This design comes from an exercise in tuning for small area on the open sky130 flow, not from production work. Function was checked by simulation only, so behaviour that the tests miss may differ from the original. No activity file was given, so power comes from the tool's default toggle rates.

## flow/design.v (module list and top-level ports; edited modules follow where they fit)
// module pcie_us_axi_dma_rd: 1231 lines
// module pcie_us_axi_dma_wr: 859 lines
// module pcie_us_axi_dma: 265 lines
// module pcie_us_axi_dma_x64: 179 lines
module pcie_us_axi_dma_x64 (
    input  wire          clk,
    input  wire          rst,
    input  wire [63:0]   s_axis_rc_tdata,
    input  wire [1:0]    s_axis_rc_tkeep,
    input  wire          s_axis_rc_tvalid,
    output wire          s_axis_rc_tready,
    input  wire          s_axis_rc_tlast,
    input  wire [74:0]   s_axis_rc_tuser,
    output wire [63:0]   m_axis_rq_tdata,
    output wire [1:0]    m_axis_rq_tkeep,
    output wire          m_axis_rq_tvalid,
    input  wire          m_axis_rq_tready,
    output wire          m_axis_rq_tlast,
    output wire [59:0]   m_axis_rq_tuser,
    input  wire [63:0]   s_axis_read_desc_pcie_addr,
    input  wire [31:0]   s_axis_read_desc_axi_addr,
    input  wire [15:0]   s_axis_read_desc_len,
    input  wire [7:0]    s_axis_read_desc_tag,
    input  wire          s_axis_read_desc_valid,
    output wire          s_axis_read_desc_ready,
    output wire [7:0]    m_axis_read_desc_status_tag,
    output wire          m_axis_read_desc_status_valid,
    input  wire [63:0]   s_axis_write_desc_pcie_addr,
    input  wire [31:0]   s_axis_write_desc_axi_addr,
    input  wire [15:0]   s_axis_write_desc_len,
    input  wire [7:0]    s_axis_write_desc_tag,
    input  wire          s_axis_write_desc_valid,
    output wire          s_axis_write_desc_ready,
    output wire [7:0]    m_axis_write_desc_status_tag,
    output wire          m_axis_write_desc_status_valid,
    output wire [7:0]    m_axi_awid,
    output wire [31:0]   m_axi_awaddr,
    output wire [7:0]    m_axi_awlen,
    output wire [2:0]    m_axi_awsize,
    output wire [1:0]    m_axi_awburst,
    output wire          m_axi_awlock,
    output wire [3:0]    m_axi_awcache,
    output wire [2:0]    m_axi_awprot,
    output wire          m_axi_awvalid,
    input  wire          m_axi_awready,
    output wire [63:0]   m_axi_wdata,
    output wire [7:0]    m_axi_wstrb,
    output wire          m_axi_wlast,
    output wire          m_axi_wvalid,
    input  wire          m_axi_wready,
    input  wire [7:0]    m_axi_bid,
    input  wire [1:0]    m_axi_bresp,
    input  wire          m_axi_bvalid,
    output wire          m_axi_bready,
    output wire [7:0]    m_axi_arid,
    output wire [31:0]   m_axi_araddr,
    output wire [7:0]    m_axi_arlen,
    output wire [2:0]    m_axi_arsize,
    output wire [1:0]    m_axi_arburst,
    output wire          m_axi_arlock,
    output wire [3:0]    m_axi_arcache,
    output wire [2:0]    m_axi_arprot,
    output wire          m_axi_arvalid,
    input  wire          m_axi_arready,
    input  wire [7:0]    m_axi_rid,
    input  wire [63:0]   m_axi_rdata,
    input  wire [1:0]    m_axi_rresp,
    input  wire          m_axi_rlast,
    input  wire          m_axi_rvalid,
    output wire          m_axi_rready,
    input  wire          read_enable,
    input  wire          write_enable,
    input  wire          ext_tag_enable,
    input  wire [15:0]   requester_id,
    input  wire          requester_id_enable,
  // ...
==> flow/flow/run.sh <==
#!/bin/bash
# Layout: the standard flow (standard.sh: unchanged synthesis, floorplan, power
# grid, placement, clock tree, routing), with two ORFS settings passed through the
# environment:
#  - BUFFER_PORTS_ARGS: every input and output port still gets its own buffer, but a
#    buf_1 instead of the default cell;
#  - RECOVER_POWER: after global routing, gates on paths with positive slack are
#    downsized (ORFS's recover_power step).
# make's output goes to standard.log in this folder; each tool's full log is under
# orfs/logs/.
set -euo pipefail
export BUFFER_PORTS_ARGS="-buffer_cell sky130_fd_sc_hd__buf_1"
export RECOVER_POWER=100
bash standard.sh > standard.log 2>&1
==> flow/standard.sh <==
#!/bin/bash
# synth_recipe.tcl (not shown) runs the flow's synth.tcl, then flattens the netlist and writes it again
# the make line also repeats each setting of config.mk as NAME=value (left out here)
make -C /OpenROAD-flow-scripts/flow DESIGN_CONFIG=/design/flow/config.mk WORK_HOME=/design/flow/orfs CLKGATE_MAP_FILE= SYNTH_SCRIPT=/design/flow/synth_recipe.tcl "${@:-finish}"
==> flow/config.mk <==
export PLATFORM = sky130hd
export DESIGN_NAME = pcie_us_axi_dma_x64
export DESIGN_NICKNAME = pcie_us_axi_dma_x64
export VERILOG_FILES = /design/flow/design.v
export SDC_FILE = /design/flow/constraint.sdc
export NUM_CORES = 8
export LEC_CHECK = 0
export CAP_MARGIN = 20
export CORE_MARGIN = 2
export CORE_UTILIZATION = 60
export CTS_BUF_LIST = sky130_fd_sc_hd__clkbuf_16
export CTS_CLUSTER_DIAMETER = 90
export CTS_CLUSTER_SIZE = 20
export PLACE_DENSITY = 0.7
export SLEW_MARGIN = 20
==> flow/constraint.sdc <==
create_clock -name core_clock -period 10.0 [get_ports {clk}]
set_input_delay 2.0000 -clock core_clock [delete_from_list [all_inputs] [get_ports {clk}]]
set_output_delay 2.0000 -clock core_clock [all_outputs]
set_load 0.01 [all_outputs]
==> impl_metrics.toml, run 1 <==
[logic_synthesis]
yosysWarnings = 3
ys_ff_latch = 5691
synth_xor_area_share_pct = 3.41
netlist_top_cells_area = "edfxtp_1 60%, mux2_2 4.0%, a22oi_1 3.3%"
synthMostInstantiatedCell = "edfxtp_1"
synthMuxAreaShare_pct = 7.99
ys.flop_type = "edfxtp_1"
synth-simple-area-share_pct = 11.7
synth_top_area_cell = "edfxtp_1"

[clock_tree]
clk_latency_ps = 1130
cts_resized = 0
htree_levels = 5

[power_and_ir_drop]
p_clk_share_pct = 31.9
comb-power_w = 0.00467
p_sw_w = 0.0120
seq-power_w = 0.0266

[layout]
layout_commonest_cell = "edfxtp_1"
multi_input_comb_cells = 13600
final_core_util_pct = 65.1
largestRegisters = "dma_inst.pcie_us_axi_dma_rd_inst.pcie_tag_table_axi_addr: 2048 flops, dma_inst.pcie_us_axi_dma_rd_inst.op_table_write_count: 704 flops"
n_all_inverters = 449
fillers = 31400
regMostFlops = "dma_inst.pcie_us_axi_dma_rd_inst.pcie_tag_table_axi_addr"
nNonClkBuffers = 1403
clockBufferCount = 339
drive_gt1_share_pct = 11.0

[placed_design]
pre_cts_ws_ps = 838
dp_cells = 27100

[global_route]
grt.met1_usage_pct = 62.6
overflow = 0

[route]
met3_length_mm = 199
met2_length_mm = 486
drc_errors = 0

[sta]
drv_slew = 5783
tns_ps = 0
setup_ws_ps = 282

[outcome]
status = "complete, but fails checks"
violations = "max-capacitance violations, max-slew violations"

[run]
max_cap_viol_count = 163

[setup_path]
cp_num_cells = 12

[hold_path]
hp-class = "reg -> reg"

[die]
die_h_um = 673
==> module pcie_us_axi_dma_wr, before the edit <==
module pcie_us_axi_dma_wr #
(
    parameter AXIS_PCIE_DATA_WIDTH = 256,
    parameter AXIS_PCIE_KEEP_WIDTH = (AXIS_PCIE_DATA_WIDTH/32),
    parameter AXIS_PCIE_RQ_USER_WIDTH = AXIS_PCIE_DATA_WIDTH < 512 ? 60 : 137,
    parameter RQ_SEQ_NUM_WIDTH = AXIS_PCIE_RQ_USER_WIDTH == 60 ? 4 : 6,
    parameter RQ_SEQ_NUM_ENABLE = 0,
    parameter AXI_DATA_WIDTH = AXIS_PCIE_DATA_WIDTH,
    parameter AXI_ADDR_WIDTH = 64,
    parameter AXI_STRB_WIDTH = (AXI_DATA_WIDTH/8),
    parameter AXI_ID_WIDTH = 8,
    parameter AXI_MAX_BURST_LEN = 256,
    parameter PCIE_ADDR_WIDTH = 64,
    parameter LEN_WIDTH = 20,
    parameter TAG_WIDTH = 8,
    parameter OP_TABLE_SIZE = 2**(RQ_SEQ_NUM_WIDTH-1),
    parameter TX_LIMIT = 2**(RQ_SEQ_NUM_WIDTH-1),
    parameter TX_FC_ENABLE = 0
)
(
    input  wire                               clk,
    input  wire                               rst,
    input  wire [AXIS_PCIE_DATA_WIDTH-1:0]    s_axis_rq_tdata,
    input  wire [AXIS_PCIE_KEEP_WIDTH-1:0]    s_axis_rq_tkeep,
    input  wire                               s_axis_rq_tvalid,
    output wire                               s_axis_rq_tready,
    input  wire                               s_axis_rq_tlast,
    input  wire [AXIS_PCIE_RQ_USER_WIDTH-1:0] s_axis_rq_tuser,
    output wire [AXIS_PCIE_DATA_WIDTH-1:0]    m_axis_rq_tdata,
    output wire [AXIS_PCIE_KEEP_WIDTH-1:0]    m_axis_rq_tkeep,
    output wire                               m_axis_rq_tvalid,
    input  wire                               m_axis_rq_tready,
    output wire                               m_axis_rq_tlast,
    output wire [AXIS_PCIE_RQ_USER_WIDTH-1:0] m_axis_rq_tuser,
    input  wire [RQ_SEQ_NUM_WIDTH-1:0]        s_axis_rq_seq_num_0,
    input  wire                               s_axis_rq_seq_num_valid_0,
    input  wire [RQ_SEQ_NUM_WIDTH-1:0]        s_axis_rq_seq_num_1,
    input  wire                               s_axis_rq_seq_num_valid_1,
    output wire [RQ_SEQ_NUM_WIDTH-1:0]        m_axis_rq_seq_num_0,
    output wire                               m_axis_rq_seq_num_valid_0,
    output wire [RQ_SEQ_NUM_WIDTH-1:0]        m_axis_rq_seq_num_1,
    output wire                               m_axis_rq_seq_num_valid_1,
    input  wire [7:0]                         pcie_tx_fc_ph_av,
    input  wire [11:0]                        pcie_tx_fc_pd_av,
    input  wire [PCIE_ADDR_WIDTH-1:0]         s_axis_write_desc_pcie_addr,
    input  wire [AXI_ADDR_WIDTH-1:0]          s_axis_write_desc_axi_addr,
    input  wire [LEN_WIDTH-1:0]               s_axis_write_desc_len,
    input  wire [TAG_WIDTH-1:0]               s_axis_write_desc_tag,
    input  wire                               s_axis_write_desc_valid,
    output wire                               s_axis_write_desc_ready,
    output wire [TAG_WIDTH-1:0]               m_axis_write_desc_status_tag,
    output wire                               m_axis_write_desc_status_valid,
    output wire [AXI_ID_WIDTH-1:0]            m_axi_arid,
    output wire [AXI_ADDR_WIDTH-1:0]          m_axi_araddr,
    output wire [7:0]                         m_axi_arlen,
    output wire [2:0]                         m_axi_arsize,
    output wire [1:0]                         m_axi_arburst,
    output wire                               m_axi_arlock,
    output wire [3:0]                         m_axi_arcache,
    output wire [2:0]                         m_axi_arprot,
    output wire                               m_axi_arvalid,
    input  wire                               m_axi_arready,
    input  wire [AXI_ID_WIDTH-1:0]            m_axi_rid,
    input  wire [AXI_DATA_WIDTH-1:0]          m_axi_rdata,
    input  wire [1:0]                         m_axi_rresp,
    input  wire                               m_axi_rlast,
    input  wire                               m_axi_rvalid,
    output wire                               m_axi_rready,
    input  wire                               enable,
    input  wire [15:0]                        requester_id,
    input  wire                               requester_id_enable,
    input  wire [2:0]                         max_payload_size
);
parameter AXI_WORD_WIDTH = AXI_STRB_WIDTH;
parameter AXI_WORD_SIZE = AXI_DATA_WIDTH/AXI_WORD_WIDTH;
parameter AXI_BURST_SIZE = $clog2(AXI_STRB_WIDTH);
parameter AXI_MAX_BURST_SIZE = AXI_MAX_BURST_LEN*AXI_WORD_WIDTH;
parameter AXIS_PCIE_WORD_WIDTH = AXIS_PCIE_KEEP_WIDTH;
parameter AXIS_PCIE_WORD_SIZE = AXIS_PCIE_DATA_WIDTH/AXIS_PCIE_WORD_WIDTH;
parameter OFFSET_WIDTH = $clog2(AXI_DATA_WIDTH/8);
parameter WORD_LEN_WIDTH = LEN_WIDTH - $clog2(AXIS_PCIE_KEEP_WIDTH);
parameter CYCLE_COUNT_WIDTH = 13-AXI_BURST_SIZE;
parameter SEQ_NUM_MASK = {RQ_SEQ_NUM_WIDTH-1{1'b1}};
parameter SEQ_NUM_FLAG = {1'b1, {RQ_SEQ_NUM_WIDTH-1{1'b0}}};
parameter OP_TAG_WIDTH = $clog2(OP_TABLE_SIZE);
localparam [3:0]
    REQ_MEM_READ = 4'b0000,
    REQ_MEM_WRITE = 4'b0001,
    REQ_IO_READ = 4'b0010,
    REQ_IO_WRITE = 4'b0011,
    REQ_MEM_FETCH_ADD = 4'b0100,
    REQ_MEM_SWAP = 4'b0101,
    REQ_MEM_CAS = 4'b0110,
    REQ_MEM_READ_LOCKED = 4'b0111,
    REQ_CFG_READ_0 = 4'b1000,
    REQ_CFG_READ_1 = 4'b1001,
    REQ_CFG_WRITE_0 = 4'b1010,
    REQ_CFG_WRITE_1 = 4'b1011,
    REQ_MSG = 4'b1100,
    REQ_MSG_VENDOR = 4'b1101,
    REQ_MSG_ATS = 4'b1110;
localparam [2:0]
    CPL_STATUS_SC  = 3'b000,  
    CPL_STATUS_UR  = 3'b001,  
    CPL_STATUS_CRS = 3'b010,  
    CPL_STATUS_CA  = 3'b100;  
localparam [1:0]
    AXI_STATE_IDLE = 2'd0,
    AXI_STATE_START = 2'd1,
    AXI_STATE_REQ = 2'd2;
reg [1:0] axi_state_reg, axi_state_next;
localparam [2:0]
    TLP_STATE_IDLE = 3'd0,
    TLP_STATE_HEADER_1 = 3'd1,
    TLP_STATE_HEADER_2 = 3'd2,
    TLP_STATE_TRANSFER = 3'd3,
    TLP_STATE_PASSTHROUGH = 3'd4;
reg [2:0] tlp_state_reg, tlp_state_next;
reg transfer_in_save;
reg [12:0] tlp_count;
reg [10:0] dword_count;
reg last_tlp;
reg [PCIE_ADDR_WIDTH-1:0] pcie_addr;
reg [12:0] tr_count;
reg last_tr;
reg [AXI_ADDR_WIDTH-1:0] axi_addr;
reg [PCIE_ADDR_WIDTH-1:0] pcie_addr_reg, pcie_addr_next;
reg [AXI_ADDR_WIDTH-1:0] axi_addr_reg, axi_addr_next;
reg [LEN_WIDTH-1:0] op_count_reg, op_count_next;
reg [LEN_WIDTH-1:0] tr_count_reg, tr_count_next;
reg [12:0] tlp_count_reg, tlp_count_next;
reg [OFFSET_WIDTH-1:0] offset_reg, offset_next;
reg [9:0] dword_count_reg, dword_count_next;
reg [CYCLE_COUNT_WIDTH-1:0] input_cycle_count_reg, input_cycle_count_next;
reg input_active_reg, input_active_next;
reg bubble_cycle_reg, bubble_cycle_next;
reg last_cycle_reg, last_cycle_next;
reg [TAG_WIDTH-1:0] tlp_cmd_tag_reg, tlp_cmd_tag_next;
reg tlp_cmd_last_reg, tlp_cmd_last_next;
reg [127:0] tlp_header_data;
reg [AXIS_PCIE_RQ_USER_WIDTH-1:0] tlp_tuser;
reg [10:0] max_payload_size_dw_reg;
reg have_credit_reg;
reg [RQ_SEQ_NUM_WIDTH-1:0] active_tx_count_reg;
reg active_tx_count_av_reg;
reg inc_active_tx;
reg s_axis_rq_tready_reg, s_axis_rq_tready_next;
reg s_axis_write_desc_ready_reg, s_axis_write_desc_ready_next;
reg [TAG_WIDTH-1:0] m_axis_write_desc_status_tag_reg, m_axis_write_desc_status_tag_next;
reg m_axis_write_desc_status_valid_reg, m_axis_write_desc_status_valid_next;
reg [AXI_ADDR_WIDTH-1:0] m_axi_araddr_reg, m_axi_araddr_next;
reg [7:0] m_axi_arlen_reg, m_axi_arlen_next;
reg m_axi_arvalid_reg, m_axi_arvalid_next;
reg m_axi_rready_reg, m_axi_rready_next;
reg [AXI_DATA_WIDTH-1:0] save_axi_rdata_reg;
wire [AXI_DATA_WIDTH-1:0] shift_axi_rdata = {m_axi_rdata, save_axi_rdata_reg} >> ((AXI_STRB_WIDTH-offset_reg)*AXI_WORD_SIZE);
reg  [AXIS_PCIE_DATA_WIDTH-1:0]    m_axis_rq_tdata_int;
reg  [AXIS_PCIE_KEEP_WIDTH-1:0]    m_axis_rq_tkeep_int;
reg                                m_axis_rq_tvalid_int;
reg                                m_axis_rq_tready_int_reg;
reg                                m_axis_rq_tlast_int;
reg  [AXIS_PCIE_RQ_USER_WIDTH-1:0] m_axis_rq_tuser_int;
wire                               m_axis_rq_tready_int_early;
assign s_axis_rq_tready = s_axis_rq_tready_reg;
assign m_axis_rq_seq_num_0 = s_axis_rq_seq_num_0 & SEQ_NUM_MASK;
assign m_axis_rq_seq_num_valid_0 = s_axis_rq_seq_num_valid_0 && (s_axis_rq_seq_num_0 & SEQ_NUM_FLAG);
assign m_axis_rq_seq_num_1 = s_axis_rq_seq_num_1 & SEQ_NUM_MASK;
assign m_axis_rq_seq_num_valid_1 = s_axis_rq_seq_num_valid_1 && (s_axis_rq_seq_num_1 & SEQ_NUM_FLAG);
wire axis_rq_seq_num_valid_0_int = s_axis_rq_seq_num_valid_0 && !(s_axis_rq_seq_num_0 & SEQ_NUM_FLAG);
wire axis_rq_seq_num_valid_1_int = s_axis_rq_seq_num_valid_1 && !(s_axis_rq_seq_num_1 & SEQ_NUM_FLAG);
assign s_axis_write_desc_ready = s_axis_write_desc_ready_reg;
assign m_axis_write_desc_status_tag = m_axis_write_desc_status_tag_reg;
assign m_axis_write_desc_status_valid = m_axis_write_desc_status_valid_reg;
assign m_axi_arid = {AXI_ID_WIDTH{1'b0}};
assign m_axi_araddr = m_axi_araddr_reg;
assign m_axi_arlen = m_axi_arlen_reg;
assign m_axi_arsize = AXI_BURST_SIZE;
assign m_axi_arburst = 2'b01;
assign m_axi_arlock = 1'b0;
assign m_axi_arcache = 4'b0011;
assign m_axi_arprot = 3'b010;
assign m_axi_arvalid = m_axi_arvalid_reg;
assign m_axi_rready = m_axi_rready_reg;
reg [OP_TAG_WIDTH+1-1:0] op_table_start_ptr_reg;
reg [PCIE_ADDR_WIDTH-1:0] op_table_start_pcie_addr;
reg [11:0] op_table_start_len;
reg [9:0] op_table_start_dword_len;
reg [CYCLE_COUNT_WIDTH-1:0] op_table_start_input_cycle_count;
reg [CYCLE_COUNT_WIDTH-1:0] op_table_start_output_cycle_count;
reg [OFFSET_WIDTH-1:0] op_table_start_offset;
reg op_table_start_bubble_cycle;
reg [TAG_WIDTH-1:0] op_table_start_tag;
reg op_table_start_last;
reg op_table_start_en;
reg [OP_TAG_WIDTH+1-1:0] op_table_tx_start_ptr_reg;
reg op_table_tx_start_en;
reg [OP_TAG_WIDTH+1-1:0] op_table_tx_finish_ptr_reg;
reg op_table_tx_finish_en;
reg [OP_TAG_WIDTH+1-1:0] op_table_finish_ptr_reg;
reg op_table_finish_en;
reg [2**OP_TAG_WIDTH-1:0] op_table_active;
reg [2**OP_TAG_WIDTH-1:0] op_table_tx_done;
reg [1:0] tlp_addr_reg, tlp_addr_next;
reg [1:0] tlp_len_reg, tlp_len_next;
reg [PCIE_ADDR_WIDTH-1:0] op_table_pcie_addr[2**OP_TAG_WIDTH-1:0];
reg [10:0] op_table_len[2**OP_TAG_WIDTH-1:0];
reg [OFFSET_WIDTH-1:0] op_table_axi_addr[2**OP_TAG_WIDTH-1:0];
wire [OP_TAG_WIDTH-1:0] op_table_rd_ptr = tlp_state_reg == TLP_STATE_HEADER_1 ? op_table_tx_start_ptr_reg[OP_TAG_WIDTH-1:0] - 1 : op_table_tx_start_ptr_reg[OP_TAG_WIDTH-1:0];
wire [PCIE_ADDR_WIDTH-1:0] rd_pcie_addr = op_table_pcie_addr[op_table_rd_ptr];
wire [10:0] rd_len = op_table_len[op_table_rd_ptr];
wire [OFFSET_WIDTH-1:0] rd_axi_addr = op_table_axi_addr[op_table_rd_ptr];
wire [11:0] rd_len_a = rd_len + rd_pcie_addr[1:0];
wire [9:0] rd_dword_len = (rd_len_a + 3) >> 2;
wire [11:0] rd_len_x = rd_len + rd_axi_addr - 1;
wire [CYCLE_COUNT_WIDTH-1:0] rd_input_cycle_count = rd_len_x >> AXI_BURST_SIZE;
wire rd_last_cycle = rd_len_a <= 8;
wire [OFFSET_WIDTH-1:0] rd_offset = rd_pcie_addr[1:0] - rd_axi_addr;
wire rd_bubble_cycle = rd_axi_addr > rd_pcie_addr[1:0];
reg [TAG_WIDTH-1:0] op_table_tag[2**OP_TAG_WIDTH-1:0];
reg op_table_last[2**OP_TAG_WIDTH-1:0];
integer i;
always @* begin
    axi_state_next = AXI_STATE_IDLE;
    s_axis_write_desc_ready_next = 1'b0;
    m_axi_araddr_next = m_axi_araddr_reg;
    m_axi_arlen_next = m_axi_arlen_reg;
    m_axi_arvalid_next = m_axi_arvalid_reg && !m_axi_arready;
    pcie_addr_next = pcie_addr_reg;
    axi_addr_next = axi_addr_reg;
    op_count_next = op_count_reg;
    tr_count_next = tr_count_reg;
    tlp_count_next = tlp_count_reg;
    tlp_cmd_tag_next = tlp_cmd_tag_reg;
    tlp_cmd_last_next = tlp_cmd_last_reg;
    if (op_count_reg <= {max_payload_size_dw_reg, 2'b00}-pcie_addr_reg[1:0]) begin
        if (((pcie_addr_reg & 12'hfff) + (op_count_reg & 12'hfff)) >> 12 != 0 || op_count_reg >> 12 != 0) begin
            tlp_count = 13'h1000 - pcie_addr_reg[11:0];
            dword_count = 11'h400 - pcie_addr_reg[11:2];
            last_tlp = (((pcie_addr_reg & 12'hfff) + (op_count_reg & 12'hfff)) & 12'hfff) == 0;
            pcie_addr[PCIE_ADDR_WIDTH-1:12] = pcie_addr_reg[PCIE_ADDR_WIDTH-1:12]+1;
            pcie_addr[11:0] = 12'd0;
        end else begin
            tlp_count = op_count_reg;
            dword_count = (op_count_reg + pcie_addr_reg[1:0] + 3) >> 2;
            last_tlp = 1'b1;
            pcie_addr[PCIE_ADDR_WIDTH-1:12] = pcie_addr_reg[PCIE_ADDR_WIDTH-1:12];
            pcie_addr[11:0] = pcie_addr_reg[11:0] + op_count_reg;
        end
    end else begin
        if (((pcie_addr_reg & 12'hfff) + {max_payload_size_dw_reg, 2'b00}) >> 12 != 0) begin
            tlp_count = 13'h1000 - pcie_addr_reg[11:0];
            dword_count = 11'h400 - pcie_addr_reg[11:2];
            last_tlp = 1'b0;
            pcie_addr[PCIE_ADDR_WIDTH-1:12] = pcie_addr_reg[PCIE_ADDR_WIDTH-1:12]+1;
            pcie_addr[11:0] = 12'd0;
        end else begin
            tlp_count = {max_payload_size_dw_reg, 2'b00}-pcie_addr_reg[1:0];
            dword_count = max_payload_size_dw_reg;
            last_tlp = 1'b0;
            pcie_addr[PCIE_ADDR_WIDTH-1:12] = pcie_addr_reg[PCIE_ADDR_WIDTH-1:12];
            pcie_addr[11:0] = {pcie_addr_reg[11:2] + max_payload_size_dw_reg, 2'b00};
        end
    end
    if (1'b1) begin  
        if (((axi_addr_reg & 12'hfff) + (tlp_count_reg & 12'hfff)) >> 12 != 0) begin
            tr_count = 13'h1000 - axi_addr_reg[11:0];
            last_tr = (((axi_addr_reg & 12'hfff) + (tlp_count_reg & 12'hfff)) & 12'hfff) == 0;
            axi_addr[AXI_ADDR_WIDTH-1:12] = axi_addr_reg[AXI_ADDR_WIDTH-1:12]+1;
            axi_addr[11:0] = 12'd0;
        end else begin
            tr_count = tlp_count_reg;
            last_tr = 1'b1;
            axi_addr[AXI_ADDR_WIDTH-1:12] = axi_addr_reg[AXI_ADDR_WIDTH-1:12];
            axi_addr[11:0] = axi_addr_reg[11:0] + tlp_count_reg;
        end
    end else begin
        if (((axi_addr_reg & 12'hfff) + AXI_MAX_BURST_SIZE) >> 12 != 0) begin
            tr_count = 13'h1000 - axi_addr_reg[11:0];
            last_tr = 1'b0;
            axi_addr[AXI_ADDR_WIDTH-1:12] = axi_addr_reg[AXI_ADDR_WIDTH-1:12]+1;
            axi_addr[11:0] = 12'd0;
        end else begin
            tr_count = AXI_MAX_BURST_SIZE-axi_addr_reg[1:0];
            last_tr = 1'b0;
            axi_addr[AXI_ADDR_WIDTH-1:12] = axi_addr_reg[AXI_ADDR_WIDTH-1:12];
            axi_addr[11:0] = {axi_addr_reg[11:2], 2'b00} + AXI_MAX_BURST_SIZE;
        end
    end
    op_table_start_pcie_addr = pcie_addr_reg;
    op_table_start_len = tlp_count;
    op_table_start_dword_len = dword_count;
    op_table_start_input_cycle_count = (tlp_count + axi_addr_reg[OFFSET_WIDTH-1:0] - 1) >> AXI_BURST_SIZE;
    if (AXIS_PCIE_DATA_WIDTH >= 256) begin
        op_table_start_output_cycle_count = (tlp_count + 16+pcie_addr_reg[1:0] - 1) >> AXI_BURST_SIZE;
    end else begin
        op_table_start_output_cycle_count = (tlp_count + pcie_addr_reg[1:0] - 1) >> AXI_BURST_SIZE;
    end
    if (AXIS_PCIE_DATA_WIDTH >= 256) begin
        op_table_start_offset = 16+pcie_addr_reg[1:0]-axi_addr_reg[OFFSET_WIDTH-1:0];
        op_table_start_bubble_cycle = axi_addr_reg[OFFSET_WIDTH-1:0] > 16+pcie_addr_reg[1:0];
    end else begin
        op_table_start_offset = pcie_addr_reg[1:0]-axi_addr_reg[OFFSET_WIDTH-1:0];
        op_table_start_bubble_cycle = axi_addr_reg[OFFSET_WIDTH-1:0] > pcie_addr_reg[1:0];
    end
    op_table_start_tag = tlp_cmd_tag_reg;
    op_table_start_last = last_tlp;
    op_table_start_en = 1'b0;
    case (axi_state_reg)
        AXI_STATE_IDLE: begin
            s_axis_write_desc_ready_next = !op_table_active[op_table_start_ptr_reg[OP_TAG_WIDTH-1:0]] && ($unsigned(op_table_start_ptr_reg - op_table_finish_ptr_reg) < 2**OP_TAG_WIDTH) && enable;
            pcie_addr_next = s_axis_write_desc_pcie_addr;
            axi_addr_next = s_axis_write_desc_axi_addr;
            op_count_next = s_axis_write_desc_len;
            if (s_axis_write_desc_ready & s_axis_write_desc_valid) begin
                s_axis_write_desc_ready_next = 1'b0;
                tlp_cmd_tag_next = s_axis_write_desc_tag;
                axi_state_next = AXI_STATE_START;
            end else begin
                axi_state_next = AXI_STATE_IDLE;
            end
        end
        AXI_STATE_START: begin
            tlp_count_next = tlp_count;
            op_table_start_pcie_addr = pcie_addr_reg;
            op_table_start_len = tlp_count;
            op_table_start_dword_len = dword_count;
            op_table_start_input_cycle_count = (tlp_count + axi_addr_reg[OFFSET_WIDTH-1:0] - 1) >> AXI_BURST_SIZE;
            if (AXIS_PCIE_DATA_WIDTH >= 256) begin
                op_table_start_output_cycle_count = (tlp_count + 16+pcie_addr_reg[1:0] - 1) >> AXI_BURST_SIZE;
            end else begin
                op_table_start_output_cycle_count = (tlp_count + pcie_addr_reg[1:0] - 1) >> AXI_BURST_SIZE;
            end
            if (AXIS_PCIE_DATA_WIDTH >= 256) begin
                op_table_start_offset = 16+pcie_addr_reg[1:0]-axi_addr_reg[OFFSET_WIDTH-1:0];
                op_table_start_bubble_cycle = axi_addr_reg[OFFSET_WIDTH-1:0] > 16+pcie_addr_reg[1:0];
            end else begin
                op_table_start_offset = pcie_addr_reg[1:0]-axi_addr_reg[OFFSET_WIDTH-1:0];
                op_table_start_bubble_cycle = axi_addr_reg[OFFSET_WIDTH-1:0] > pcie_addr_reg[1:0];
            end
            op_table_start_tag = tlp_cmd_tag_reg;
            op_table_start_last = last_tlp;
            if (!op_table_active[op_table_start_ptr_reg[OP_TAG_WIDTH-1:0]] && ($unsigned(op_table_start_ptr_reg - op_table_finish_ptr_reg) < 2**OP_TAG_WIDTH)) begin
                pcie_addr_next = pcie_addr;
                op_count_next = op_count_reg - tlp_count_next;
                tlp_cmd_last_next = last_tlp;
                op_table_start_en = 1'b1;
                axi_state_next = AXI_STATE_REQ;
            end else begin
                axi_state_next = AXI_STATE_START;
            end
        end
        AXI_STATE_REQ: begin
            if (!m_axi_arvalid) begin
                tr_count_next = tr_count;
                m_axi_araddr_next = axi_addr_reg;
                m_axi_arlen_next = (tr_count_next + axi_addr_reg[OFFSET_WIDTH-1:0] - 1) >> AXI_BURST_SIZE;
                m_axi_arvalid_next = 1;
                axi_addr_next = axi_addr;
                tlp_count_next = tlp_count_reg - tr_count_next;
                if (!last_tr) begin
                    axi_state_next = AXI_STATE_REQ;
                end else if (!tlp_cmd_last_reg) begin
                    axi_state_next = AXI_STATE_START;
                end else begin
                    s_axis_write_desc_ready_next = !op_table_active[op_table_start_ptr_reg[OP_TAG_WIDTH-1:0]] && ($unsigned(op_table_start_ptr_reg - op_table_finish_ptr_reg) < 2**OP_TAG_WIDTH) && enable;
                    axi_state_next = AXI_STATE_IDLE;
                end
            end else begin
                axi_state_next = AXI_STATE_REQ;
            end
        end
    endcase
end
wire [3:0] first_be = 4'b1111 << tlp_addr_reg;
wire [3:0] last_be = 4'b1111 >> (3 - ((tlp_addr_reg + tlp_len_reg - 1) & 3));
always @* begin
    tlp_state_next = TLP_STATE_IDLE;
    transfer_in_save = 1'b0;
    s_axis_rq_tready_next = 1'b0;
    m_axis_write_desc_status_tag_next = m_axis_write_desc_status_tag_reg;
    m_axis_write_desc_status_valid_next = 1'b0;
    m_axi_rready_next = 1'b0;
    tlp_addr_next = tlp_addr_reg;
    tlp_len_next = tlp_len_reg;
    dword_count_next = dword_count_reg;
    offset_next = offset_reg;
    input_cycle_count_next = input_cycle_count_reg;
    input_active_next = input_active_reg;
    bubble_cycle_next = bubble_cycle_reg;
    last_cycle_next = last_cycle_reg;
    op_table_tx_start_en = 1'b0;
    op_table_tx_finish_en = 1'b0;
    inc_active_tx = 1'b0;
    tlp_header_data[1:0] = 2'b0;  
    tlp_header_data[63:2] = rd_pcie_addr[PCIE_ADDR_WIDTH-1:2];  
    tlp_header_data[74:64] = dword_count_reg;  
    tlp_header_data[78:75] = REQ_MEM_WRITE;  
    tlp_header_data[79] = 1'b0;  
    tlp_header_data[95:80] = requester_id;
    tlp_header_data[103:96] = 8'd0;  
    tlp_header_data[119:104] = 16'd0;  
    tlp_header_data[120] = requester_id_enable;  
    tlp_header_data[123:121] = 3'b000;  
    tlp_header_data[126:124] = 3'b000;  
    tlp_header_data[127] = 1'b0;  
    if (AXIS_PCIE_DATA_WIDTH == 512) begin
        tlp_tuser[3:0] = dword_count_reg == 1 ? first_be & last_be : first_be;  
        tlp_tuser[7:4] = 4'd0;  
        tlp_tuser[11:8] = dword_count_reg == 1 ? 4'b0000 : last_be;  
        tlp_tuser[15:12] = 4'd0;  
        tlp_tuser[19:16] = 3'd0;  
        tlp_tuser[21:20] = 2'b01;  
        tlp_tuser[23:22] = 2'd0;  
        tlp_tuser[25:24] = 2'd0;  
        tlp_tuser[27:26] = 2'b01;  
        tlp_tuser[31:28]  = 4'd3;  
        tlp_tuser[35:32] = 4'd0;  
        tlp_tuser[36] = 1'b0;  
        tlp_tuser[38:37] = 2'b00;  
        tlp_tuser[42:39] = 4'b0000;  
        tlp_tuser[44:43] = 2'b00;  
        tlp_tuser[60:45] = 16'd0;  
        tlp_tuser[66:61] = op_table_tx_finish_ptr_reg[OP_TAG_WIDTH-1:0] & SEQ_NUM_MASK;  
        tlp_tuser[72:67] = 6'd0;  
        tlp_tuser[136:73] = 64'd0;  
    end else begin
        tlp_tuser[3:0] = dword_count_reg == 1 ? first_be & last_be : first_be;  
        tlp_tuser[7:4] = dword_count_reg == 1 ? 4'b0000 : last_be;  
        tlp_tuser[10:8] = 3'd0;  
        tlp_tuser[11] = 1'b0;  
        tlp_tuser[12] = 1'b0;  
        tlp_tuser[14:13] = 2'b00;  
        tlp_tuser[15] = 1'b0;  
        tlp_tuser[23:16] = 8'd0;  
        tlp_tuser[27:24] = op_table_tx_finish_ptr_reg[OP_TAG_WIDTH-1:0] & SEQ_NUM_MASK;  
        tlp_tuser[59:28] = 32'd0;  
        if (AXIS_PCIE_RQ_USER_WIDTH == 62) begin
            tlp_tuser[61:60] = (op_table_tx_finish_ptr_reg[OP_TAG_WIDTH-1:0] & SEQ_NUM_MASK) >> 4;  
        end
    end
    if (AXIS_PCIE_DATA_WIDTH == 512) begin
        m_axis_rq_tdata_int = tlp_header_data;
        m_axis_rq_tkeep_int = 16'b0000000000001111;
    end else if (AXIS_PCIE_DATA_WIDTH == 256) begin
        m_axis_rq_tdata_int = tlp_header_data;
        m_axis_rq_tkeep_int = 8'b00001111;
    end else if (AXIS_PCIE_DATA_WIDTH == 128) begin
        m_axis_rq_tdata_int = tlp_header_data;
        m_axis_rq_tkeep_int = 4'b1111;
    end else if (AXIS_PCIE_DATA_WIDTH == 64) begin
        m_axis_rq_tdata_int = tlp_header_data[63:0];
        m_axis_rq_tkeep_int = 2'b11;
    end
    m_axis_rq_tvalid_int = 1'b0;
    m_axis_rq_tlast_int = 1'b0;
    m_axis_rq_tuser_int = tlp_tuser;
    case (tlp_state_reg)
        TLP_STATE_IDLE: begin
            s_axis_rq_tready_next = m_axis_rq_tready_int_early;
            m_axis_rq_tdata_int = s_axis_rq_tdata;
            m_axis_rq_tkeep_int = s_axis_rq_tkeep;
            m_axis_rq_tvalid_int = s_axis_rq_tready && s_axis_rq_tvalid;
            m_axis_rq_tlast_int = s_axis_rq_tlast;
            m_axis_rq_tuser_int = s_axis_rq_tuser;
            if (AXIS_PCIE_DATA_WIDTH == 512) begin
                m_axis_rq_tuser_int[61+RQ_SEQ_NUM_WIDTH-1] = 1'b1;
            end else begin
                if (RQ_SEQ_NUM_WIDTH > 4) begin
                    m_axis_rq_tuser_int[60+RQ_SEQ_NUM_WIDTH-4-1] = 1'b1;
                end else begin
                    m_axis_rq_tuser_int[24+RQ_SEQ_NUM_WIDTH-1] = 1'b1;
                end
            end
            m_axi_rready_next = 1'b0;
            tlp_addr_next = rd_pcie_addr[1:0];
            tlp_len_next = rd_len[1:0];
            dword_count_next = rd_dword_len;
            offset_next = rd_offset;
            input_cycle_count_next = rd_input_cycle_count;
            input_active_next = 1'b1;
            bubble_cycle_next = rd_bubble_cycle;
            last_cycle_next = rd_last_cycle;
            if (s_axis_rq_tready && s_axis_rq_tvalid) begin
                if (s_axis_rq_tlast) begin
                    tlp_state_next = TLP_STATE_IDLE;
                end else begin
                    tlp_state_next = TLP_STATE_PASSTHROUGH;
                end
            end else if (op_table_active[op_table_tx_start_ptr_reg[OP_TAG_WIDTH-1:0]] && op_table_tx_start_ptr_reg != op_table_start_ptr_reg && (!TX_FC_ENABLE || have_credit_reg) && (!RQ_SEQ_NUM_ENABLE || active_tx_count_av_reg)) begin
                s_axis_rq_tready_next = 1'b0;
                op_table_tx_start_en = 1'b1;
                if (AXIS_PCIE_DATA_WIDTH >= 256) begin
                    m_axi_rready_next = m_axis_rq_tready_int_early;
                end else if (AXIS_PCIE_DATA_WIDTH == 128) begin
                    m_axi_rready_next = m_axis_rq_tready_int_early && bubble_cycle_next;
                end else begin
                    m_axi_rready_next = 1'b0;
                end
                tlp_state_next = TLP_STATE_HEADER_1;
            end else begin
                tlp_state_next = TLP_STATE_IDLE;
            end
        end
        TLP_STATE_HEADER_1: begin
            if (AXIS_PCIE_DATA_WIDTH >= 256) begin
                m_axi_rready_next = m_axis_rq_tready_int_early && input_active_reg;
                m_axis_rq_tdata_int[AXIS_PCIE_DATA_WIDTH-1:128] = shift_axi_rdata[AXIS_PCIE_DATA_WIDTH-1:128];
                if (dword_count_reg >= AXIS_PCIE_KEEP_WIDTH-4) begin
                    m_axis_rq_tkeep_int = {AXIS_PCIE_KEEP_WIDTH{1'b1}};
                end else begin
                    m_axis_rq_tkeep_int = {AXIS_PCIE_KEEP_WIDTH{1'b1}} >> (AXIS_PCIE_KEEP_WIDTH-4 - dword_count_reg);
                end
                if (m_axis_rq_tready_int_reg && ((m_axi_rready && m_axi_rvalid) || !input_active_reg)) begin
                    transfer_in_save = m_axi_rready && m_axi_rvalid;
                    if (bubble_cycle_reg) begin
                        if (input_active_reg) begin
                            input_cycle_count_next = input_cycle_count_reg - 1;
                            input_active_next = input_cycle_count_reg != 0;
                        end
                        bubble_cycle_next = 1'b0;
                        m_axi_rready_next = m_axis_rq_tready_int_early && input_active_next;
                        tlp_state_next = TLP_STATE_HEADER_1;
                    end else begin
                        dword_count_next = dword_count_reg - (AXIS_PCIE_KEEP_WIDTH-4);
                        if (input_active_reg) begin
                            input_cycle_count_next = input_cycle_count_reg - 1;
                            input_active_next = input_cycle_count_reg != 0;
                        end
                        last_cycle_next = dword_count_reg == 3 || dword_count_reg == 4;
                        m_axis_rq_tvalid_int = 1'b1;
                        inc_active_tx = 1'b1;
                        if (last_cycle_reg) begin
                            m_axis_rq_tlast_int = 1'b1;
                            op_table_tx_finish_en = 1'b1;
                            tlp_addr_next = rd_pcie_addr[1:0];
                            tlp_len_next = rd_len[1:0];
                            dword_count_next = rd_dword_len;
                            offset_next = rd_offset;
                            input_cycle_count_next = rd_input_cycle_count;
                            input_active_next = 1'b1;
                            bubble_cycle_next = rd_bubble_cycle;
                            last_cycle_next = rd_last_cycle;
                            if (op_table_active[op_table_tx_start_ptr_reg[OP_TAG_WIDTH-1:0]] && op_table_tx_start_ptr_reg != op_table_start_ptr_reg && !s_axis_rq_tvalid && (!TX_FC_ENABLE || have_credit_reg) && (!RQ_SEQ_NUM_ENABLE || active_tx_count_av_reg)) begin
                                op_table_tx_start_en = 1'b1;
                                if (AXIS_PCIE_DATA_WIDTH >= 256) begin
                                    m_axi_rready_next = m_axis_rq_tready_int_early;
                                end else if (AXIS_PCIE_DATA_WIDTH == 128) begin
                                    m_axi_rready_next = m_axis_rq_tready_int_early && bubble_cycle_next;
                                end else begin
                                    m_axi_rready_next = 1'b0;
                                end
                                tlp_state_next = TLP_STATE_HEADER_1;
                            end else begin
                                s_axis_rq_tready_next = m_axis_rq_tready_int_early;
                                m_axi_rready_next = 0;
                                tlp_state_next = TLP_STATE_IDLE;
                            end
                        end else begin
                            m_axi_rready_next = m_axis_rq_tready_int_early && input_active_next;
                            tlp_state_next = TLP_STATE_TRANSFER;
                        end
                    end
                end else begin
                    tlp_state_next = TLP_STATE_HEADER_1;
                end
            end else begin
                if (m_axis_rq_tready_int_reg) begin
                    m_axis_rq_tvalid_int = 1'b1;
                    inc_active_tx = 1'b1;
                    if (AXIS_PCIE_DATA_WIDTH == 128) begin
                        m_axi_rready_next = m_axis_rq_tready_int_early;
                        if ((m_axi_rready && m_axi_rvalid) && bubble_cycle_reg) begin
                            transfer_in_save = 1'b1;
                            if (input_active_reg) begin
                                input_cycle_count_next = input_cycle_count_reg - 1;
                                input_active_next = input_cycle_count_reg != 0;
                            end
                            bubble_cycle_next = 1'b0;
                            m_axi_rready_next = m_axis_rq_tready_int_early && input_active_next;
                        end
                        tlp_state_next = TLP_STATE_TRANSFER;
                    end else begin
                        m_axi_rready_next = m_axis_rq_tready_int_early && bubble_cycle_reg;
                        tlp_state_next = TLP_STATE_HEADER_2;
                    end
                end else begin
                    tlp_state_next = TLP_STATE_HEADER_1;
                end
            end
        end
        TLP_STATE_HEADER_2: begin
            if (AXIS_PCIE_DATA_WIDTH == 64) begin
                m_axis_rq_tdata_int = tlp_header_data[127:64];
                m_axis_rq_tkeep_int = 2'b11;
                if (m_axis_rq_tready_int_reg) begin
                    m_axis_rq_tvalid_int = 1'b1;
                    m_axi_rready_next = m_axis_rq_tready_int_early;
                    if ((m_axi_rready && m_axi_rvalid) && bubble_cycle_reg) begin
                        transfer_in_save = 1'b1;
                        if (input_active_reg) begin
                            input_cycle_count_next = input_cycle_count_reg - 1;
                            input_active_next = input_cycle_count_reg != 0;
                        end
                        bubble_cycle_next = 1'b0;
                        m_axi_rready_next = m_axis_rq_tready_int_early && input_active_next;
                    end
                    tlp_state_next = TLP_STATE_TRANSFER;
                end else begin
                    tlp_state_next = TLP_STATE_HEADER_2;
                end
            end
        end
        TLP_STATE_TRANSFER: begin
            m_axi_rready_next = m_axis_rq_tready_int_early && input_active_reg;
            m_axis_rq_tdata_int = shift_axi_rdata;
            if (dword_count_reg >= AXIS_PCIE_KEEP_WIDTH) begin
                m_axis_rq_tkeep_int = {AXIS_PCIE_KEEP_WIDTH{1'b1}};
            end else begin
                m_axis_rq_tkeep_int = {AXIS_PCIE_KEEP_WIDTH{1'b1}} >> (AXIS_PCIE_KEEP_WIDTH - dword_count_reg);
            end
            if (m_axis_rq_tready_int_reg && ((m_axi_rready && m_axi_rvalid) || !input_active_reg)) begin
                transfer_in_save = 1'b1;
                if (bubble_cycle_reg) begin
                    if (input_active_reg) begin
                        input_cycle_count_next = input_cycle_count_reg - 1;
                        input_active_next = input_cycle_count_reg != 0;
                    end
                    bubble_cycle_next = 1'b0;
                    m_axi_rready_next = m_axis_rq_tready_int_early && input_active_next;
                    tlp_state_next = TLP_STATE_TRANSFER;
                end else begin
                    dword_count_next = dword_count_reg - AXIS_PCIE_KEEP_WIDTH;
                    if (input_active_reg) begin
                        input_cycle_count_next = input_cycle_count_reg - 1;
                        input_active_next = input_cycle_count_reg != 0;
                    end
                    last_cycle_next = dword_count_reg == 3 || dword_count_reg == 4;
                    m_axis_rq_tvalid_int = 1'b1;
                    if (last_cycle_reg) begin
                        m_axis_rq_tlast_int = 1'b1;
                        op_table_tx_finish_en = 1'b1;
                        tlp_addr_next = rd_pcie_addr[1:0];
                        tlp_len_next = rd_len[1:0];
                        dword_count_next = rd_dword_len;
                        offset_next = rd_offset;
                        input_cycle_count_next = rd_input_cycle_count;
                        input_active_next = 1'b1;
                        bubble_cycle_next = rd_bubble_cycle;
                        last_cycle_next = rd_last_cycle;
                        if (op_table_active[op_table_tx_start_ptr_reg[OP_TAG_WIDTH-1:0]] && op_table_tx_start_ptr_reg != op_table_start_ptr_reg && !s_axis_rq_tvalid && (!TX_FC_ENABLE || have_credit_reg) && (!RQ_SEQ_NUM_ENABLE || active_tx_count_av_reg)) begin
                            op_table_tx_start_en = 1'b1;
                            if (AXIS_PCIE_DATA_WIDTH >= 256) begin
                                m_axi_rready_next = m_axis_rq_tready_int_early;
                            end else if (AXIS_PCIE_DATA_WIDTH == 128) begin
                                m_axi_rready_next = m_axis_rq_tready_int_early && bubble_cycle_next;
                            end else begin
                                m_axi_rready_next = 1'b0;
                            end
                            tlp_state_next = TLP_STATE_HEADER_1;
                        end else begin
                            s_axis_rq_tready_next = m_axis_rq_tready_int_early;
                            m_axi_rready_next = 0;
                            tlp_state_next = TLP_STATE_IDLE;
                        end
                    end else begin
                        m_axi_rready_next = m_axis_rq_tready_int_early && input_active_next;
                        tlp_state_next = TLP_STATE_TRANSFER;
                    end
                end
            end else begin
                tlp_state_next = TLP_STATE_TRANSFER;
            end
        end
        TLP_STATE_PASSTHROUGH: begin
            s_axis_rq_tready_next = m_axis_rq_tready_int_early;
            m_axis_rq_tdata_int = s_axis_rq_tdata;
            m_axis_rq_tkeep_int = s_axis_rq_tkeep;
            m_axis_rq_tvalid_int = s_axis_rq_tready && s_axis_rq_tvalid;
            m_axis_rq_tlast_int = s_axis_rq_tlast;
            m_axis_rq_tuser_int = s_axis_rq_tuser;
            if (AXIS_PCIE_DATA_WIDTH == 512) begin
                m_axis_rq_tuser_int[61+RQ_SEQ_NUM_WIDTH-1] = 1'b1;
            end else begin
                if (RQ_SEQ_NUM_WIDTH > 4) begin
                    m_axis_rq_tuser_int[60+RQ_SEQ_NUM_WIDTH-4-1] = 1'b1;
                end else begin
                    m_axis_rq_tuser_int[24+RQ_SEQ_NUM_WIDTH-1] = 1'b1;
                end
            end
            if (s_axis_rq_tready && s_axis_rq_tvalid && s_axis_rq_tlast) begin
                tlp_state_next = TLP_STATE_IDLE;
            end else begin
                tlp_state_next = TLP_STATE_PASSTHROUGH;
            end
        end
    endcase
    op_table_finish_en = 1'b0;
    if (op_table_active[op_table_finish_ptr_reg[OP_TAG_WIDTH-1:0]] && (!RQ_SEQ_NUM_ENABLE || op_table_tx_done[op_table_finish_ptr_reg[OP_TAG_WIDTH-1:0]]) && op_table_finish_ptr_reg != op_table_tx_finish_ptr_reg) begin
        op_table_finish_en = 1'b1;
        if (op_table_last[op_table_finish_ptr_reg[OP_TAG_WIDTH-1:0]]) begin
            m_axis_write_desc_status_tag_next = op_table_tag[op_table_finish_ptr_reg[OP_TAG_WIDTH-1:0]];
            m_axis_write_desc_status_valid_next = 1'b1;
        end
    end
end
always @(posedge clk) begin
    axi_state_reg <= axi_state_next;
    tlp_state_reg <= tlp_state_next;
    pcie_addr_reg <= pcie_addr_next;
    axi_addr_reg <= axi_addr_next;
    op_count_reg <= op_count_next;
    tr_count_reg <= tr_count_next;
    tlp_count_reg <= tlp_count_next;
    tlp_addr_reg <= tlp_addr_next;
    tlp_len_reg <= tlp_len_next;
    dword_count_reg <= dword_count_next;
    offset_reg <= offset_next;
    input_cycle_count_reg <= input_cycle_count_next;
    input_active_reg <= input_active_next;
    bubble_cycle_reg <= bubble_cycle_next;
    last_cycle_reg <= last_cycle_next;
    tlp_cmd_tag_reg <= tlp_cmd_tag_next;
    tlp_cmd_last_reg <= tlp_cmd_last_next;
    s_axis_rq_tready_reg <= s_axis_rq_tready_next;
    s_axis_write_desc_ready_reg <= s_axis_write_desc_ready_next;
    m_axis_write_desc_status_tag_reg <= m_axis_write_desc_status_tag_next;
    m_axis_write_desc_status_valid_reg <= m_axis_write_desc_status_valid_next;
    m_axi_araddr_reg <= m_axi_araddr_next;
    m_axi_arlen_reg <= m_axi_arlen_next;
    m_axi_arvalid_reg <= m_axi_arvalid_next;
    m_axi_rready_reg <= m_axi_rready_next;
    max_payload_size_dw_reg <= 11'd32 << (max_payload_size > 5 ? 5 : max_payload_size);
    have_credit_reg <= (pcie_tx_fc_ph_av > 4) && (pcie_tx_fc_pd_av > (max_payload_size_dw_reg >> 1));
    if (active_tx_count_reg < TX_LIMIT && inc_active_tx && !axis_rq_seq_num_valid_0_int && !axis_rq_seq_num_valid_1_int) begin
        active_tx_count_reg <= active_tx_count_reg + 1;
        active_tx_count_av_reg <= active_tx_count_reg < (TX_LIMIT-1);
    end else if (active_tx_count_reg > 0 && ((inc_active_tx && axis_rq_seq_num_valid_0_int && axis_rq_seq_num_valid_1_int) || (!inc_active_tx && (axis_rq_seq_num_valid_0_int ^ axis_rq_seq_num_valid_1_int)))) begin
        active_tx_count_reg <= active_tx_count_reg - 1;
        active_tx_count_av_reg <= 1'b1;
    end else if (active_tx_count_reg > 1 && !inc_active_tx && axis_rq_seq_num_valid_0_int && axis_rq_seq_num_valid_1_int) begin
        active_tx_count_reg <= active_tx_count_reg - 2;
        active_tx_count_av_reg <= 1'b1;
    end else begin
        active_tx_count_av_reg <= active_tx_count_reg < TX_LIMIT;
    end
    if (op_table_start_en) begin
        op_table_start_ptr_reg <= op_table_start_ptr_reg + 1;
        op_table_active[op_table_start_ptr_reg[OP_TAG_WIDTH-1:0]] <= 1'b1;
        op_table_tx_done[op_table_start_ptr_reg[OP_TAG_WIDTH-1:0]] <= 1'b0;
        op_table_pcie_addr[op_table_start_ptr_reg[OP_TAG_WIDTH-1:0]] <= op_table_start_pcie_addr;
        op_table_len[op_table_start_ptr_reg[OP_TAG_WIDTH-1:0]] <= op_table_start_len;
        op_table_axi_addr[op_table_start_ptr_reg[OP_TAG_WIDTH-1:0]] <= axi_addr_reg[OFFSET_WIDTH-1:0];
        op_table_tag[op_table_start_ptr_reg[OP_TAG_WIDTH-1:0]] <= op_table_start_tag;
        op_table_last[op_table_start_ptr_reg[OP_TAG_WIDTH-1:0]] <= op_table_start_last;
    end
    if (op_table_tx_start_en) begin
        op_table_tx_start_ptr_reg <= op_table_tx_start_ptr_reg + 1;
    end
    if (op_table_tx_finish_en) begin
        op_table_tx_finish_ptr_reg <= op_table_tx_finish_ptr_reg + 1;
    end
    if (axis_rq_seq_num_valid_0_int) begin
        op_table_tx_done[s_axis_rq_seq_num_0[OP_TAG_WIDTH-1:0]] <= 1'b1;
    end
    if (axis_rq_seq_num_valid_1_int) begin
        op_table_tx_done[s_axis_rq_seq_num_1[OP_TAG_WIDTH-1:0]] <= 1'b1;
    end
    if (op_table_finish_en) begin
        op_table_finish_ptr_reg <= op_table_finish_ptr_reg + 1;
        op_table_active[op_table_finish_ptr_reg[OP_TAG_WIDTH-1:0]] <= 1'b0;
    end
    if (transfer_in_save) begin
        save_axi_rdata_reg <= m_axi_rdata;
    end
    if (rst) begin
        axi_state_reg <= AXI_STATE_IDLE;
        tlp_state_reg <= TLP_STATE_IDLE;
        s_axis_rq_tready_reg <= 1'b0;
        s_axis_write_desc_ready_reg <= 1'b0;
        m_axis_write_desc_status_valid_reg <= 1'b0;
        m_axi_arvalid_reg <= 1'b0;
        m_axi_rready_reg <= 1'b0;
        active_tx_count_reg <= {RQ_SEQ_NUM_WIDTH{1'b0}};
        active_tx_count_av_reg <= 1'b1;
        op_table_start_ptr_reg <= 0;
        op_table_tx_start_ptr_reg <= 0;
        op_table_tx_finish_ptr_reg <= 0;
        op_table_finish_ptr_reg <= 0;
        op_table_active <= 0;
    end
end
reg [AXIS_PCIE_DATA_WIDTH-1:0]    m_axis_rq_tdata_reg;
reg [AXIS_PCIE_KEEP_WIDTH-1:0]    m_axis_rq_tkeep_reg;
reg                               m_axis_rq_tvalid_reg, m_axis_rq_tvalid_next;
reg                               m_axis_rq_tlast_reg;
reg [AXIS_PCIE_RQ_USER_WIDTH-1:0] m_axis_rq_tuser_reg;
reg [AXIS_PCIE_DATA_WIDTH-1:0]    temp_m_axis_rq_tdata_reg;
reg [AXIS_PCIE_KEEP_WIDTH-1:0]    temp_m_axis_rq_tkeep_reg;
reg                               temp_m_axis_rq_tvalid_reg, temp_m_axis_rq_tvalid_next;
reg                               temp_m_axis_rq_tlast_reg;
reg [AXIS_PCIE_RQ_USER_WIDTH-1:0] temp_m_axis_rq_tuser_reg;
reg store_axis_rq_int_to_output;
reg store_axis_rq_int_to_temp;
reg store_axis_rq_temp_to_output;
assign m_axis_rq_tdata = m_axis_rq_tdata_reg;
assign m_axis_rq_tkeep = m_axis_rq_tkeep_reg;
assign m_axis_rq_tvalid = m_axis_rq_tvalid_reg;
assign m_axis_rq_tlast = m_axis_rq_tlast_reg;
assign m_axis_rq_tuser = m_axis_rq_tuser_reg;
assign m_axis_rq_tready_int_early = m_axis_rq_tready || (!temp_m_axis_rq_tvalid_reg && (!m_axis_rq_tvalid_reg || !m_axis_rq_tvalid_int));
always @* begin
    m_axis_rq_tvalid_next = m_axis_rq_tvalid_reg;
    temp_m_axis_rq_tvalid_next = temp_m_axis_rq_tvalid_reg;
    store_axis_rq_int_to_output = 1'b0;
    store_axis_rq_int_to_temp = 1'b0;
    store_axis_rq_temp_to_output = 1'b0;
    if (m_axis_rq_tready_int_reg) begin
        if (m_axis_rq_tready || !m_axis_rq_tvalid_reg) begin
            m_axis_rq_tvalid_next = m_axis_rq_tvalid_int;
            store_axis_rq_int_to_output = 1'b1;
        end else begin
            temp_m_axis_rq_tvalid_next = m_axis_rq_tvalid_int;
            store_axis_rq_int_to_temp = 1'b1;
        end
    end else if (m_axis_rq_tready) begin
        m_axis_rq_tvalid_next = temp_m_axis_rq_tvalid_reg;
        temp_m_axis_rq_tvalid_next = 1'b0;
        store_axis_rq_temp_to_output = 1'b1;
    end
end
always @(posedge clk) begin
    if (rst) begin
        m_axis_rq_tvalid_reg <= 1'b0;
        m_axis_rq_tready_int_reg <= 1'b0;
        temp_m_axis_rq_tvalid_reg <= 1'b0;
    end else begin
        m_axis_rq_tvalid_reg <= m_axis_rq_tvalid_next;
        m_axis_rq_tready_int_reg <= m_axis_rq_tready_int_early;
        temp_m_axis_rq_tvalid_reg <= temp_m_axis_rq_tvalid_next;
    end
    if (store_axis_rq_int_to_output) begin
        m_axis_rq_tdata_reg <= m_axis_rq_tdata_int;
        m_axis_rq_tkeep_reg <= m_axis_rq_tkeep_int;
        m_axis_rq_tlast_reg <= m_axis_rq_tlast_int;
        m_axis_rq_tuser_reg <= m_axis_rq_tuser_int;
    end else if (store_axis_rq_temp_to_output) begin
        m_axis_rq_tdata_reg <= temp_m_axis_rq_tdata_reg;
        m_axis_rq_tkeep_reg <= temp_m_axis_rq_tkeep_reg;
        m_axis_rq_tlast_reg <= temp_m_axis_rq_tlast_reg;
        m_axis_rq_tuser_reg <= temp_m_axis_rq_tuser_reg;
    end
    if (store_axis_rq_int_to_temp) begin
        temp_m_axis_rq_tdata_reg <= m_axis_rq_tdata_int;
        temp_m_axis_rq_tkeep_reg <= m_axis_rq_tkeep_int;
        temp_m_axis_rq_tlast_reg <= m_axis_rq_tlast_int;
        temp_m_axis_rq_tuser_reg <= m_axis_rq_tuser_int;
    end
end
endmodule
==> run 2, diff against run 1 <==
--- a/flow/design.v
+++ b/flow/design.v
@@ -158,8 +158,8 @@
 reg [3:0] error_code_reg, error_code_next;
 reg [AXI_ADDR_WIDTH-1:0] axi_addr_reg, axi_addr_next;
 reg [9:0] op_dword_count_reg, op_dword_count_next;
-reg [12:0] op_count_reg, op_count_next;
-reg [12:0] tr_count_reg, tr_count_next;
+reg [10:0] op_count_reg, op_count_next;
+reg [10:0] tr_count_reg, tr_count_next;
 reg [CYCLE_COUNT_WIDTH-1:0] input_cycle_count_reg, input_cycle_count_next;
 reg [CYCLE_COUNT_WIDTH-1:0] output_cycle_count_reg, output_cycle_count_next;
 reg input_active_reg, input_active_next;
@@ -175,7 +175,7 @@
 reg [OFFSET_WIDTH-1:0] last_cycle_offset_reg, last_cycle_offset_next;
 reg [127:0] tlp_header_data;
 reg [AXIS_PCIE_RQ_USER_WIDTH-1:0] tlp_tuser;
-reg [10:0] max_read_request_size_dw_reg;
+wire [10:0] max_read_request_size_dw_reg = 11'd32 << (max_read_request_size > 5 ? 5 : max_read_request_size);
 reg have_credit_reg;
 reg [RQ_SEQ_NUM_WIDTH-1:0] active_tx_count_reg;
 reg active_tx_count_av_reg;
@@ -953,7 +953,6 @@
     m_axi_awlen_reg <= m_axi_awlen_next;
     m_axi_awvalid_reg <= m_axi_awvalid_next;
     m_axi_bready_reg <= m_axi_bready_next;
-    max_read_request_size_dw_reg <= 11'd32 << (max_read_request_size > 5 ? 5 : max_read_request_size);
     have_credit_reg <= pcie_tx_fc_nph_av > 4;
     if (inc_active_tx && !s_axis_rq_seq_num_valid_0 && !s_axis_rq_seq_num_valid_1) begin
         active_tx_count_reg <= active_tx_count_reg + 1;
@@ -1372,7 +1371,7 @@
 reg tlp_cmd_last_reg, tlp_cmd_last_next;
 reg [127:0] tlp_header_data;
 reg [AXIS_PCIE_RQ_USER_WIDTH-1:0] tlp_tuser;
-reg [10:0] max_payload_size_dw_reg;
+wire [10:0] max_payload_size_dw_reg = 11'd32 << (max_payload_size > 5 ? 5 : max_payload_size);
 reg have_credit_reg;
 reg [RQ_SEQ_NUM_WIDTH-1:0] active_tx_count_reg;
 reg active_tx_count_av_reg;
@@ -1962,7 +1961,6 @@
     m_axi_arlen_reg <= m_axi_arlen_next;
     m_axi_arvalid_reg <= m_axi_arvalid_next;
     m_axi_rready_reg <= m_axi_rready_next;
-    max_payload_size_dw_reg <= 11'd32 << (max_payload_size > 5 ? 5 : max_payload_size);
     have_credit_reg <= (pcie_tx_fc_ph_av > 4) && (pcie_tx_fc_pd_av > (max_payload_size_dw_reg >> 1));
     if (active_tx_count_reg < TX_LIMIT && inc_active_tx && !axis_rq_seq_num_valid_0_int && !axis_rq_seq_num_valid_1_int) begin
         active_tx_count_reg <= active_tx_count_reg + 1;
==> flow/flow/run.sh (replaced) <==
#!/bin/bash
# Layout: the standard flow (standard.sh: unchanged synthesis, floorplan, power
# grid, placement, clock tree, routing), with two ORFS settings passed through the
# environment:
#  - BUFFER_PORTS_ARGS: every input and output port still gets its own buffer, but a
#    buf_1 instead of the default cell;
#  - MAX_REPAIR_ANTENNAS_ITER_DRT: more rounds of antenna repair after detailed
#    routing (10 instead of 5) before giving up.
# make's output goes to standard.log in this folder; each tool's full log is under
# orfs/logs/.
set -euo pipefail
export BUFFER_PORTS_ARGS="-buffer_cell sky130_fd_sc_hd__buf_1"
export MAX_REPAIR_ANTENNAS_ITER_DRT=10
bash standard.sh > standard.log 2>&1
==> impl_metrics.toml, run 2 <==
[route]
routed_via_density = 7.63
drc_errors = 0
wl_per_cell_um = 43.3
vias = 204000
first_pass_iters = 12
ant_nets = 0
routed_wirelength_mm = 1160
drt_iter0_drc = 39900

[layout]
nets = 21500
mostFrequentLayoutCells = "5,321 x edfxtp_1, 1,414 x nand2_1, 1,211 x a22oi_1"
layout_commonest_cell = "edfxtp_1"
regMostFlops = "dma_inst.pcie_us_axi_dma_rd_inst.pcie_tag_table_axi_addr"
largest_reg_flops = 2048
final_core_util_pct = 65.5
final_cells = 26800
drive_gt1_share_pct = 13.7
largestRegisters = "dma_inst.pcie_us_axi_dma_rd_inst.pcie_tag_table_axi_addr: 2048 flops, dma_inst.pcie_us_axi_dma_rd_inst.op_table_write_count: 704 flops"
syn_to_final_growth_pct = 8.69

[logic_synthesis]
synth_top_area_cell = "edfxtp_1"
synthTopCellsByCount = "5,321 x edfxtp_1, 1,421 x nand2_1, 1,215 x a22oi_1"
ys.flop_type = "edfxtp_1"
yosysTopAreaCellShare_pct = 60.1
netlist_top_cells_area = "edfxtp_1 60%, mux2_2 4.0%, a22oi_1 3.4%"
synth_edf_count = 5321
ys_ff_latch = 5675
synth_area_per_cell_um2 = 13.3
syn_area_um2 = 266000
syn_inst = 20000
yosysWarnings = 3
ys_seq_area_share_pct = 62.7
synth_cell_types = 97
synthMostInstantiatedCell = "edfxtp_1"
synthArstFlopShare_pct = 0

[global_route]
grt.total_usage_pct = 50.3
antenna_found_initial = 138
grt_pass1_vias = 187000
grt_pass1_wl_mm = 1550
grt_max_degree = 97
overflow = 0

[power_and_ir_drop]
ir_drop_v = 0.000180
p_clk_share_pct = 32.1
switching_share_pct = 25.5
p_comb_share_pct = 9.4
p_int_w = 0.0337
p_sw_w = 0.0116
p_seq_share_pct = 58.5
total_power_w = 0.0453
p_leak_nw = 96.9
p_per_area_nw_per_um2 = 157

[sta]
drv_slew = 11
setup_ws_ps = 1040
tns_ps = 0
hold_viol = 0
fin_skew_ps = 174
rsz0062_at_grt = "false"
layout_min_cycle_time_ps = 8960
max_freq_mhz = 112
finalCritPeriodShare_pct = 89.6
slew_headroom_pct = -19.7
tightestPinTransition_ps = 1800
setup_viol = 0

[die]
die-width_um = 670
coreArea_um2 = 441000
die_h_um = 670
initial_core_util_pct = 60.3
rows = 244
die-area_um2 = 449000
pin_count = 855

[clock_tree]
cts_max_path_buffers = 4
cts_setup_buffers = 0
root_buffer = "clkbuf_16"
cts_tree = "yes"
holdBufCountCts = 0
clk_pin_slew_ps = 90
clk_latency_ps = 1140
htree_levels = 5
cts.sinks = 5675
cts_buffers = 336
cts_resized = 0

[setup_path]
critPathLaunchType = "input port"
startpoint = "s_axis_rc_tdata[0]"
critical_path_required_ps = 10700
setup.worst_path.class = "in -> reg"
crit_chain = "buf_1 > buf_4 > ha_1 > nand3_1 > nor2_4 > a22o_1 > a221oi_1 > nand3_1 > nor4_1 > nand2_1 > ha_1 > inv_1 > a21oi_1 > o31ai_1 > a21boi_1 > ha_1 > o21ai_0 > a21oi_1 > o2111ai_1 > a21o_1 > buf_4 > mux2i_1 > mux2i_1"
path_max_fanout = 13
critPathSlowestCell = "nor2_4"
max_stage_delay_ps = 960
end_kind = "flip-flop"
critPathCapture = "dma_inst.pcie_us_axi_dma_rd_inst.tr_count_reg[5]"
critPathArrivalTime_ps = 9660
r2r_cells = 28
crit_top_cell = "ha_1"
reg2reg_slack_ps = 2110

[placed_design]
numPortBuffers = 678
pre_cts_ws_ps = 674
dpl.hpwl_mm = 785
dp_cells = 26100
place.gp.congestion = 1.12

[outcome]
status = "complete, but fails checks"
violations = "max-capacitance violations, max-slew violations"

[run]
max_cap_viol_count = 2

[hold_path]
hp-class = "reg -> reg"
min_from = "dma_inst.pcie_us_axi_dma_rd_inst.axi_addr_reg[8]"
run 2: cell types whose count changed after synthesis, sizes merged, moves of 49 or more:
| cell | previous run | this run |
|---|---|---|
| a221oi | 114 | 191 |
| a22o | 210 | 482 |
| a32o | 9 | 107 |
| nand2 | 1849 | 1421 |
| nand3 | 1158 | 671 |
| nand4 | 567 | 489 |
| nor2 | 1210 | 1057 |
| nor3 | 355 | 284 |
| nor4 | 230 | 281 |
| o2111ai | 12 | 61 |
| o21ai | 806 | 548 |
| xnor2 | 742 | 533 |
| xor2 | 302 | 502 |
run 2: worst min path at each step:
| stage | endpoint | cells past startpoint | slack, ps |
|---|---|---|---|
| after global placement | flip-flop | 0 | 450 |
| after CTS | flip-flop | 0 | 460 |
| after floorplan | dma_inst.pcie_us_axi_dma_rd_inst.req_op_tag_reg[0] | 0 | 410 |
| after global routing | flip-flop | 0 | 470 |
| final | flip-flop | 0 | 460 |
| after detailed placement | flip-flop | 0 | 440 |
run 2: kinds of logic (layout without fill, tap and decap cells):
| family | Yosys count | after routing | synth area share [%] |
|---|---|---|---|
| buffers and inverters | 1758 | 2352 | 2.66 |
| adders and majority gates | 467 | 467 | 2.24 |
| xor gates and xnor gates | 1035 | 1035 | 3.41 |
| AOI/OAI and AO/OA | 3952 | 3952 | 10.7 |
| other | 2 | 256 | 0.00282 |
| muxes | 1812 | 1812 | 8.29 |
| DFF | 5675 | 5675 | 62.7 |
| and+or+nand+nor | 5299 | 5299 | 9.96 |
run 2: final cells by class:
| class | instances | area, um2 |
|---|---|---|
| diodes | 169 | 423 |
| flip-flops and latches | 5675 | 167000 |
| multi-input cells | 12700 | 94700 |
| clock buffers | 339 | 8480 |
| repair buffers | 1416 | 8280 |
| well taps | 5904 | 7390 |
| fillers | 31100 | 152000 |
| inverters | 440 | 1660 |
| clock inverters | 157 | 1280 |
run 2: power by group through the flow:
stage / logic, W / registers (W) / clock network, W
2_1_floorplan: 0.00229 / 0.0269 / 0
3_3_place_gp: 0.00391 / 0.0270 / 0
3_5_place_dp: 0.00396 / 0.0270 / 0
4_1_cts: 0.00399 / 0.0265 / 0.0144
5_1_grt: 0.00434 / 0.0265 / 0.0151
6_report: 0.00426 / 0.0265 / 0.0146
run 2: per-layer routing:
| metal | global-route usage [%] | routed length (um) |
|---|---|---|
| met5 | 1.04 | 1400 |
| met4 | 37.6 | 115000 |
| met3 | 22.3 | 189000 |
| met2 | 69.8 | 471000 |
| met1 | 61.8 | 382000 |
run 2: worst max-delay path, delay by kind of cell:
family | cells | cell delay (ps)
simple gates | 5 | 2550
compound gates | 9 | 2110
fa+ha+maj | 3 | 1610
buf+inv | 4 | 1000
mux | 2 | 320
run 2: per-stage QoR:
stage	hold slack, ps	area [um2]
floorplan	406	266000
global placement	451	279000
detailed placement	443	279000
CTS	464	289000
global route	470	289000
finish	459	289000

==> separate check: timing with driven ports <==
The results above use ideal ports. As a check the final layouts listed here were re-extracted and re-timed, cells and wires unchanged. Step 1 assumes that a clkbuf_16 drives the clock port and a buf_2 every other input. Step 2 adds t to the input delays and takes it off the output delays; t is the mean of the earliest and latest rising clock arrival at the registers after step 1. Input paths then give back, and output paths get back, about the clock's delay inside the block. Slacks: ideal / step 1 / step 2; pairs: ideal / step 1.
run | t, ns | slack for setup (ns) | latest minus earliest clock arrival (ns) | worst register clock-pin slew, ns | worst slew at a driven data input, ns
run 1 | 1.191 | 0.282 / 0.365 / -0.826 | 0.168 / 0.168 | 0.10 / 0.10 | 0.31
run 2 | 1.196 | 1.040 / 1.155 / -0.041 | 0.189 / 0.189 | 0.10 / 0.10 | 0.44
For run 1, which loses most, drivers alone change the setup slack by +0.083 ns; drivers and shift together by -1.108 ns.
